Background: an optimization exercise with open tools, aiming at small area and a short achievable clock period. Do not read the settings as production practice.
Where RTL was checked, it was by simulation tests only, not by an equivalence proof against the original.

==> module Subsystem, before the edit <==
module Subsystem
          (clk,
           reset_x,
           clk_enable,
           in1,
           ce_out,
           Out1,
           Out2);
  input   clk;
  input   reset_x;
  input   clk_enable;
  input   signed [15:0] in1;
  output  ce_out;
  output  signed [15:0] Out1;
  output  signed [3:0] Out2;
  logic [15:0] enc_x;       
  logic        enc_v;       
  logic [3:0]  enc_code;    
  logic        enc_vo;      
  logic [6:0]  enc_idx;     
  logic [15:0] enc_pre;     
  logic        pflag;       
  logic [15:0] pre;         
  assign pflag = enc_pre[15] & ~|enc_pre[14:0];
  assign pre   = {enc_pre[15:1], enc_pre[0] | pflag};
  logic [14:0] es;
  step_rom enc_rom (.idx(enc_idx), .step(es));
  logic [15:0] s0, sh1, sh2, sh3;    
  assign s0  = {1'b0, es};
  assign sh1 = {2'b0, es[14:1]};
  assign sh2 = {3'b0, es[14:2]};
  assign sh3 = {4'b0, es[14:3]};
  logic [16:0] ex, ex1;
  pfa2 #(17) u_e (.a({enc_x[15], enc_x}), .b(~{enc_pre[15], enc_pre}), .s0(ex1), .s1(ex));
  logic sgn;
  assign sgn = pflag ? ex1[16] : ex[16];
  logic [15:0] nm;
  assign nm = pflag ? (ex1[16] ? 16'hfffe : ~ex1[15:0]) : (ex[16] ? ex1[15:0] : ~ex[15:0]);
  logic c1, c2, c3, c4, c5, c6, c7;
  logic k1, k2, k4;
  pco #(16) u_c1 (.a(nm), .b(sh2), .co(k1));
  pco #(16) u_c2 (.a(nm), .b(sh1), .co(k2));
  pco #(16) u_c4 (.a(nm), .b(s0),  .co(k4));
  assign c1 = ~k1;
  assign c2 = ~k2;
  assign c4 = ~k4;
  logic [15:0] sa, ca, sb, cb, sc, cc, sd, cd;
  logic        ka, kb, kc, kd;
  csa #(16) u_ra (.a(nm), .b(s0),  .c(sh2), .s(sa), .cy(ca));           
  pco #(16) u_c5 (.a(sa), .b({ca[14:0], 1'b0}), .co(ka));
  assign c5 = ~(ka | ca[15]);
  csa #(16) u_rb (.a(sa), .b({ca[14:0], 1'b0}), .c(sh1), .s(sb), .cy(cb));  
  pco #(16) u_c7 (.a(sb), .b({cb[14:0], 1'b0}), .co(kb));
  assign c7 = ~(kb | ca[15] | cb[15]);
  csa #(16) u_rc (.a(nm), .b(sh1), .c(sh2), .s(sc), .cy(cc));          
  pco #(16) u_c3 (.a(sc), .b({cc[14:0], 1'b0}), .co(kc));
  assign c3 = ~(kc | cc[15]);
  csa #(16) u_rd (.a(nm), .b(s0),  .c(sh1), .s(sd), .cy(cd));           
  pco #(16) u_c6 (.a(sd), .b({cd[14:0], 1'b0}), .co(kd));
  assign c6 = ~(kd | cd[15]);
  logic b2, b1, b0;
  assign b2 = c4;
  assign b1 = b2 ? c6 : c2;
  assign b0 = b2 ? (b1 ? c7 : c5) : (b1 ? c3 : c1);
  logic [15:0] msk;
  assign msk = {16{sgn}};
  logic [15:0] q1, q2, q3, r1, r2, r3, pn;
  logic        pn_co;
  csa #(16) u_p1 (.a(pre), .b(sh3 ^ msk), .c((s0 & {16{b2}}) ^ msk), .s(q1), .cy(r1));
  csa #(16) u_p2 (.a(q1), .b({r1[14:0], sgn}), .c((sh1 & {16{b1}}) ^ msk), .s(q2), .cy(r2));
  csa #(16) u_p3 (.a(q2), .b({r2[14:0], sgn}), .c((sh2 & {16{b0}}) ^ msk), .s(q3), .cy(r3));
  pfa #(16) u_p (.a(q3), .b({r3[14:0], sgn}), .ci(sgn), .s(pn), .co(pn_co));
  logic [6:0] e_idx_n;
  index_updator enc_iu (.idx(enc_idx), .code({b2, b1, b0}), .idx_next(e_idx_n));
  always_ff @(posedge clk) begin
    if (reset_x) begin
      enc_x    <= 16'd0;
      enc_v    <= 1'b0;
      enc_code <= 4'd0;
      enc_vo   <= 1'b0;
      enc_idx  <= 7'd0;
      enc_pre  <= 16'd0;
    end else begin
      enc_x    <= in1;
      enc_v    <= clk_enable;
      enc_code <= {sgn, b2, b1, b0};
      enc_vo   <= enc_v;
      enc_idx  <= e_idx_n;
      enc_pre  <= pn;
    end
  end
  logic [3:0]  dec_code;    
  logic        dec_en;
  logic [6:0]  dec_idx;
  logic [16:0] dec_sum;     
  logic [15:0] dec_out;     
  always_comb begin
    if (dec_sum[16] != dec_sum[15])        dec_out = dec_sum[16] ? 16'h8001 : 16'h7fff;
    else if (dec_sum[15:0] == 16'h8000)    dec_out = 16'h8001;
    else                                   dec_out = dec_sum[15:0];
  end
  logic [14:0] ds;
  step_rom dec_rom (.idx(dec_idx), .step(ds));
  logic [6:0]  d_idx_n;
  index_updator dec_iu (.idx(dec_idx), .code(dec_code[2:0]), .idx_next(d_idx_n));
  logic [15:0] t0, t1, t2, t3;
  assign t0 = {4'd0, ds[14:3]};
  assign t1 = dec_code[2] ? {1'b0, ds} : 16'd0;
  assign t2 = dec_code[1] ? {2'd0, ds[14:1]} : 16'd0;
  assign t3 = dec_code[0] ? {3'd0, ds[14:2]} : 16'd0;
  logic [15:0] cs1, cc1, cs2, cc2;
  csa #(16) u_d1 (.a(t0), .b(t1), .c(t2), .s(cs1), .cy(cc1));
  csa #(16) u_d2 (.a(cs1), .b({cc1[14:0], 1'b0}), .c(t3), .s(cs2), .cy(cc2));
  logic        k15, dq15;
  pco #(15) u_k15 (.a(cs2[14:0]), .b({cc2[13:0], 1'b0}), .co(k15));
  assign dq15 = cs2[15] ^ cc2[14] ^ k15;
  logic [16:0] dm, ds1, dc1, sm;
  logic        sm_co;
  assign dm = {17{dec_code[3]}};
  csa #(17) u_o1 (.a({dec_out[15], dec_out}), .b({1'b0, cs2} ^ dm), .c({1'b0, cc2[14:0], 1'b0} ^ dm),
                  .s(ds1), .cy(dc1));
  logic [16:0] smr;
  pfa #(17) u_o (.a(ds1), .b({dc1[15:0], dec_code[3]}), .ci(dec_code[3]), .s(smr), .co(sm_co));
  assign sm = {smr[16] ^ dq15, smr[15:0]};
  always_ff @(posedge clk) begin
    if (reset_x) begin
      dec_code <= 4'd0;
      dec_en   <= 1'b0;
      dec_idx  <= 7'd0;
      dec_sum  <= 17'd0;
    end else begin
      dec_code <= enc_vo ? enc_code : 4'd0;
      dec_en   <= enc_vo;
      dec_idx  <= d_idx_n;
      dec_sum  <= dec_en ? sm : 17'd0;
    end
  end
  assign Out1   = dec_out;
  assign Out2   = enc_code;
  assign ce_out = clk_enable;
endmodule
clock: 15.0 ns
lec_check: 0
abc_area: 1
cap_margin: 50
core_margin: 2
core_utilization: 40
setup_slack_margin: 5
slew_margin: 70
run.sh (not shown) runs the stock make flow with config.mk's settings and CLKGATE_MAP_FILE= SYNTH_SCRIPT=/design/flow/synth_recipe.tcl, a recipe that flattens the netlist after the stock synthesis.
The baseline ran to the end with no violations.
Then changed:
--- a/flow/design.v
+++ b/flow/design.v
@@ -459,12 +459,25 @@
             idx_next = (sum > 8'd88) ? 7'd88 : sum[6:0];
         end else begin
             idx_next = (idx == 7'd0) ? 7'd0 : idx - 7'd1;
         end
     end
 endmodule
+module index_updator_fast (
+    input  logic [6:0] idx,
+    input  logic [2:0] code,
+    output logic [6:0] idx_next
+);
+    logic [6:0] dn, u2, u4, u6, u8;
+    assign dn = (idx == 7'd0)  ? 7'd0  : idx - 7'd1;
+    assign u2 = (idx >= 7'd87) ? 7'd88 : idx + 7'd2;
+    assign u4 = (idx >= 7'd85) ? 7'd88 : idx + 7'd4;
+    assign u6 = (idx >= 7'd83) ? 7'd88 : idx + 7'd6;
+    assign u8 = (idx >= 7'd81) ? 7'd88 : idx + 7'd8;
+    assign idx_next = code[2] ? (code[1] ? (code[0] ? u8 : u6) : (code[0] ? u4 : u2)) : dn;
+endmodule
 module pfa #(parameter W = 16) (
     input  logic [W-1:0] a,
     input  logic [W-1:0] b,
     input  logic         ci,
     output logic [W-1:0] s,
     output logic         co
@@ -642,13 +655,13 @@
   logic        pn_co;
   csa #(16) u_p1 (.a(pre), .b(sh3 ^ msk), .c((s0 & {16{b2}}) ^ msk), .s(q1), .cy(r1));
   csa #(16) u_p2 (.a(q1), .b({r1[14:0], sgn}), .c((sh1 & {16{b1}}) ^ msk), .s(q2), .cy(r2));
   csa #(16) u_p3 (.a(q2), .b({r2[14:0], sgn}), .c((sh2 & {16{b0}}) ^ msk), .s(q3), .cy(r3));
   pfa #(16) u_p (.a(q3), .b({r3[14:0], sgn}), .ci(sgn), .s(pn), .co(pn_co));
   logic [6:0] e_idx_n;
-  index_updator enc_iu (.idx(enc_idx), .code({b2, b1, b0}), .idx_next(e_idx_n));
+  index_updator_fast enc_iu (.idx(enc_idx), .code({b2, b1, b0}), .idx_next(e_idx_n));
   always_ff @(posedge clk) begin
     if (reset_x) begin
       enc_x    <= 16'd0;
       enc_v    <= 1'b0;
       enc_code <= 4'd0;
       enc_vo   <= 1'b0;
@@ -670,16 +683,16 @@
   logic [15:0] dec_out;     
   always_comb begin
     if (dec_sum[16] != dec_sum[15])        dec_out = dec_sum[16] ? 16'h8001 : 16'h7fff;
     else if (dec_sum[15:0] == 16'h8000)    dec_out = 16'h8001;
     else                                   dec_out = dec_sum[15:0];
   end
-  logic [14:0] ds;
-  step_rom dec_rom (.idx(dec_idx), .step(ds));
   logic [6:0]  d_idx_n;
   index_updator dec_iu (.idx(dec_idx), .code(dec_code[2:0]), .idx_next(d_idx_n));
+  logic [14:0] ds, ds_n;
+  step_rom dec_rom (.idx(d_idx_n), .step(ds_n));
   logic [15:0] t0, t1, t2, t3;
   assign t0 = {4'd0, ds[14:3]};
   assign t1 = dec_code[2] ? {1'b0, ds} : 16'd0;
   assign t2 = dec_code[1] ? {2'd0, ds[14:1]} : 16'd0;
   assign t3 = dec_code[0] ? {3'd0, ds[14:2]} : 16'd0;
   logic [15:0] cs1, cc1, cs2, cc2;
@@ -699,17 +712,19 @@
   always_ff @(posedge clk) begin
     if (reset_x) begin
       dec_code <= 4'd0;
       dec_en   <= 1'b0;
       dec_idx  <= 7'd0;
       dec_sum  <= 17'd0;
+      ds       <= 15'd7;
     end else begin
       dec_code <= enc_vo ? enc_code : 4'd0;
       dec_en   <= enc_vo;
       dec_idx  <= d_idx_n;
       dec_sum  <= dec_en ? sm : 17'd0;
+      ds       <= ds_n;
     end
   end
   assign Out1   = dec_out;
   assign Out2   = enc_code;
   assign ce_out = clk_enable;
 endmodule
Effect:
- sequential cell count climbs by 15
- routed wire length climbs by 5.1%
- fmax drops by 0.85%
- via count climbs by 7.5%
Only the layout flow was run in the second run of this note; the RTL was not checked for function there.


Subsystem, a different RTL version from the one above (not shown whole).
Size in the first run: ~74 flip-flops, ~40 I/O pins.
==> module Subsystem, before the edit <==
module Subsystem
          (clk,
           reset_x,
           clk_enable,
           in1,
           ce_out,
           Out1,
           Out2);
  input   clk;
  input   reset_x;
  input   clk_enable;
  input   signed [15:0] in1;
  output  ce_out;
  output  signed [15:0] Out1;
  output  signed [3:0] Out2;
  logic [15:0] enc_x;       
  logic        enc_v;       
  logic [3:0]  enc_code;    
  logic        enc_vo;      
  logic [6:0]  enc_idx;     
  logic [15:0] enc_pre;     
  logic [15:0] pre;         
  assign pre = {enc_pre[15:1], enc_pre[0] | (enc_pre[15] & ~|enc_pre[14:0])};
  logic [14:0] es;
  step_rom enc_rom (.idx(enc_idx), .step(es));
  logic [15:0] s0, sh1, sh2, sh3;    
  assign s0  = {1'b0, es};
  assign sh1 = {2'b0, es[14:1]};
  assign sh2 = {3'b0, es[14:2]};
  assign sh3 = {4'b0, es[14:3]};
  logic [16:0] e, em1;
  pfa2 #(17) u_e (.a({enc_x[15], enc_x}), .b(~{pre[15], pre}), .s0(em1), .s1(e));
  logic sgn;
  assign sgn = e[16];
  logic [15:0] nm;
  assign nm = sgn ? em1[15:0] : ~e[15:0];
  logic c1, c2, c3, c4, c5, c6, c7;
  logic k1, k2, k4;
  pco #(16) u_c1 (.a(nm), .b(sh2), .co(k1));
  pco #(16) u_c2 (.a(nm), .b(sh1), .co(k2));
  pco #(16) u_c4 (.a(nm), .b(s0),  .co(k4));
  assign c1 = ~k1;
  assign c2 = ~k2;
  assign c4 = ~k4;
  logic [15:0] sa, ca, sb, cb, sc, cc, sd, cd;
  logic        ka, kb, kc, kd;
  csa #(16) u_ra (.a(nm), .b(s0),  .c(sh2), .s(sa), .cy(ca));           
  pco #(16) u_c5 (.a(sa), .b({ca[14:0], 1'b0}), .co(ka));
  assign c5 = ~(ka | ca[15]);
  csa #(16) u_rb (.a(sa), .b({ca[14:0], 1'b0}), .c(sh1), .s(sb), .cy(cb));  
  pco #(16) u_c7 (.a(sb), .b({cb[14:0], 1'b0}), .co(kb));
  assign c7 = ~(kb | ca[15] | cb[15]);
  csa #(16) u_rc (.a(nm), .b(sh1), .c(sh2), .s(sc), .cy(cc));          
  pco #(16) u_c3 (.a(sc), .b({cc[14:0], 1'b0}), .co(kc));
  assign c3 = ~(kc | cc[15]);
  csa #(16) u_rd (.a(nm), .b(s0),  .c(sh1), .s(sd), .cy(cd));           
  pco #(16) u_c6 (.a(sd), .b({cd[14:0], 1'b0}), .co(kd));
  assign c6 = ~(kd | cd[15]);
  logic b2, b1, b0;
  assign b2 = c4;
  assign b1 = b2 ? c6 : c2;
  assign b0 = b2 ? (b1 ? c7 : c5) : (b1 ? c3 : c1);
  logic [15:0] msk;
  assign msk = {16{sgn}};
  logic [15:0] q1, q2, q3, r1, r2, r3, pn;
  logic        pn_co;
  csa #(16) u_p1 (.a(pre), .b(sh3 ^ msk), .c((s0 & {16{b2}}) ^ msk), .s(q1), .cy(r1));
  csa #(16) u_p2 (.a(q1), .b({r1[14:0], sgn}), .c((sh1 & {16{b1}}) ^ msk), .s(q2), .cy(r2));
  csa #(16) u_p3 (.a(q2), .b({r2[14:0], sgn}), .c((sh2 & {16{b0}}) ^ msk), .s(q3), .cy(r3));
  pfa #(16) u_p (.a(q3), .b({r3[14:0], sgn}), .ci(sgn), .s(pn), .co(pn_co));
  logic [6:0] e_idx_n;
  index_updator enc_iu (.idx(enc_idx), .code({b2, b1, b0}), .idx_next(e_idx_n));
  always_ff @(posedge clk) begin
    if (reset_x) begin
      enc_x    <= 16'd0;
      enc_v    <= 1'b0;
      enc_code <= 4'd0;
      enc_vo   <= 1'b0;
      enc_idx  <= 7'd0;
      enc_pre  <= 16'd0;
    end else begin
      enc_x    <= in1;
      enc_v    <= clk_enable;
      enc_code <= {sgn, b2, b1, b0};
      enc_vo   <= enc_v;
      enc_idx  <= e_idx_n;
      enc_pre  <= pn;
    end
  end
  logic [3:0]  dec_code;    
  logic        dec_en;
  logic [6:0]  dec_idx;
  logic [16:0] dec_sum;     
  logic [15:0] dec_out;     
  always_comb begin
    if (dec_sum[16] != dec_sum[15])        dec_out = dec_sum[16] ? 16'h8001 : 16'h7fff;
    else if (dec_sum[15:0] == 16'h8000)    dec_out = 16'h8001;
    else                                   dec_out = dec_sum[15:0];
  end
  logic [14:0] ds;
  step_rom dec_rom (.idx(dec_idx), .step(ds));
  logic [6:0]  d_idx_n;
  index_updator dec_iu (.idx(dec_idx), .code(dec_code[2:0]), .idx_next(d_idx_n));
  logic [15:0] t0, t1, t2, t3;
  assign t0 = {4'd0, ds[14:3]};
  assign t1 = dec_code[2] ? {1'b0, ds} : 16'd0;
  assign t2 = dec_code[1] ? {2'd0, ds[14:1]} : 16'd0;
  assign t3 = dec_code[0] ? {3'd0, ds[14:2]} : 16'd0;
  logic [15:0] cs1, cc1, cs2, cc2, dq;
  logic        dq_co;
  csa #(16) u_d1 (.a(t0), .b(t1), .c(t2), .s(cs1), .cy(cc1));
  csa #(16) u_d2 (.a(cs1), .b({cc1[14:0], 1'b0}), .c(t3), .s(cs2), .cy(cc2));
  pfa #(16) u_dq (.a(cs2), .b({cc2[14:0], 1'b0}), .ci(1'b0), .s(dq), .co(dq_co));
  logic [16:0] sm;
  logic        sm_co;
  pfa #(17) u_o (.a({dec_out[15], dec_out}), .b({dq[15], dq} ^ {17{dec_code[3]}}), .ci(dec_code[3]),
                 .s(sm), .co(sm_co));
  always_ff @(posedge clk) begin
    if (reset_x) begin
      dec_code <= 4'd0;
      dec_en   <= 1'b0;
      dec_idx  <= 7'd0;
      dec_sum  <= 17'd0;
    end else begin
      dec_code <= enc_vo ? enc_code : 4'd0;
      dec_en   <= enc_vo;
      dec_idx  <= d_idx_n;
      dec_sum  <= dec_en ? sm : 17'd0;
    end
  end
  assign Out1   = dec_out;
  assign Out2   = enc_code;
  assign ce_out = clk_enable;
endmodule
Settings: LEC_CHECK=0, ABC_AREA=1, CAP_MARGIN=20, CORE_MARGIN=2, CORE_UTILIZATION=40, SETUP_SLACK_MARGIN=5, SLEW_MARGIN=20; clock period 15.0 ns.
Change:
--- a/flow/design.v
+++ b/flow/design.v
@@ -600,23 +600,25 @@
   logic [3:0]  enc_code;    
   logic        enc_vo;      
   logic [6:0]  enc_idx;     
   logic [15:0] enc_pre;     
+  logic        pflag;       
   logic [15:0] pre;         
-  assign pre = {enc_pre[15:1], enc_pre[0] | (enc_pre[15] & ~|enc_pre[14:0])};
+  assign pflag = enc_pre[15] & ~|enc_pre[14:0];
+  assign pre   = {enc_pre[15:1], enc_pre[0] | pflag};
   logic [14:0] es;
   step_rom enc_rom (.idx(enc_idx), .step(es));
   logic [15:0] s0, sh1, sh2, sh3;    
   assign s0  = {1'b0, es};
   assign sh1 = {2'b0, es[14:1]};
   assign sh2 = {3'b0, es[14:2]};
   assign sh3 = {4'b0, es[14:3]};
-  logic [16:0] e, em1;
-  pfa2 #(17) u_e (.a({enc_x[15], enc_x}), .b(~{pre[15], pre}), .s0(em1), .s1(e));
+  logic [16:0] ex, ex1;
+  pfa2 #(17) u_e (.a({enc_x[15], enc_x}), .b(~{enc_pre[15], enc_pre}), .s0(ex1), .s1(ex));
   logic sgn;
-  assign sgn = e[16];
+  assign sgn = pflag ? ex1[16] : ex[16];
   logic [15:0] nm;
-  assign nm = sgn ? em1[15:0] : ~e[15:0];
+  assign nm = pflag ? (ex1[16] ? 16'hfffe : ~ex1[15:0]) : (ex[16] ? ex1[15:0] : ~ex[15:0]);
   logic c1, c2, c3, c4, c5, c6, c7;
   logic k1, k2, k4;
   pco #(16) u_c1 (.a(nm), .b(sh2), .co(k1));
   pco #(16) u_c2 (.a(nm), .b(sh1), .co(k2));
Result: Cell count goes up by 2.0%. Area after synthesis climbs by about 2.2%. Sequential cell count does not change. Core utilization stays flat. Cell area came out higher by 2.5%. Setup slack gets better by 0.33 ns. Maximum frequency is higher by about 4%. Global-route usage is higher by 0.35 points.
For the first run of this note, only the layout was checked, not whether the RTL still works.

## afterwards: timing with drivers on the ports
Ports are ideal in the flow. The routed layouts listed here were re-timed in OpenROAD.
Step 1 sets driving cells, clkbuf_16 on the clock port and buf_2 on the other inputs (assumed; they add their load-dependent delay and slew).
Step 2 also shifts input and output timing later by t, the mid clock arrival at the registers, as if the neighbouring blocks saw the same clock.
a / b / c = ideal / step 1 / step 2; a / b = the first two.
| run | t, ns | slack for setup (ns) | hold WS [ns] | slew at the worst register clock pin (ns) | worst slew at a driven data input, ns |
|---|---|---|---|---|---|
| the first run of note 1 | 0.411 | 6.790 / 6.790 / 6.790 | 0.405 / 0.405 / 0.405 | 0.07 / 0.07 | 0.09 |
| the second run of note 1 | 0.419 | 6.719 / 6.719 / 6.719 | 0.420 / 0.420 / 0.420 | 0.08 / 0.08 | 0.05 |
| the first run of note 2 | 0.416 | 6.004 / 6.005 / 6.005 | 0.409 / 0.409 / 0.409 | 0.07 / 0.07 | 0.03 |
| the second run of note 2 | 0.396 | 6.339 / 6.339 / 6.339 | 0.410 / 0.410 / 0.410 | 0.07 / 0.07 | 0.04 |
After both steps every run listed still meets setup and hold.
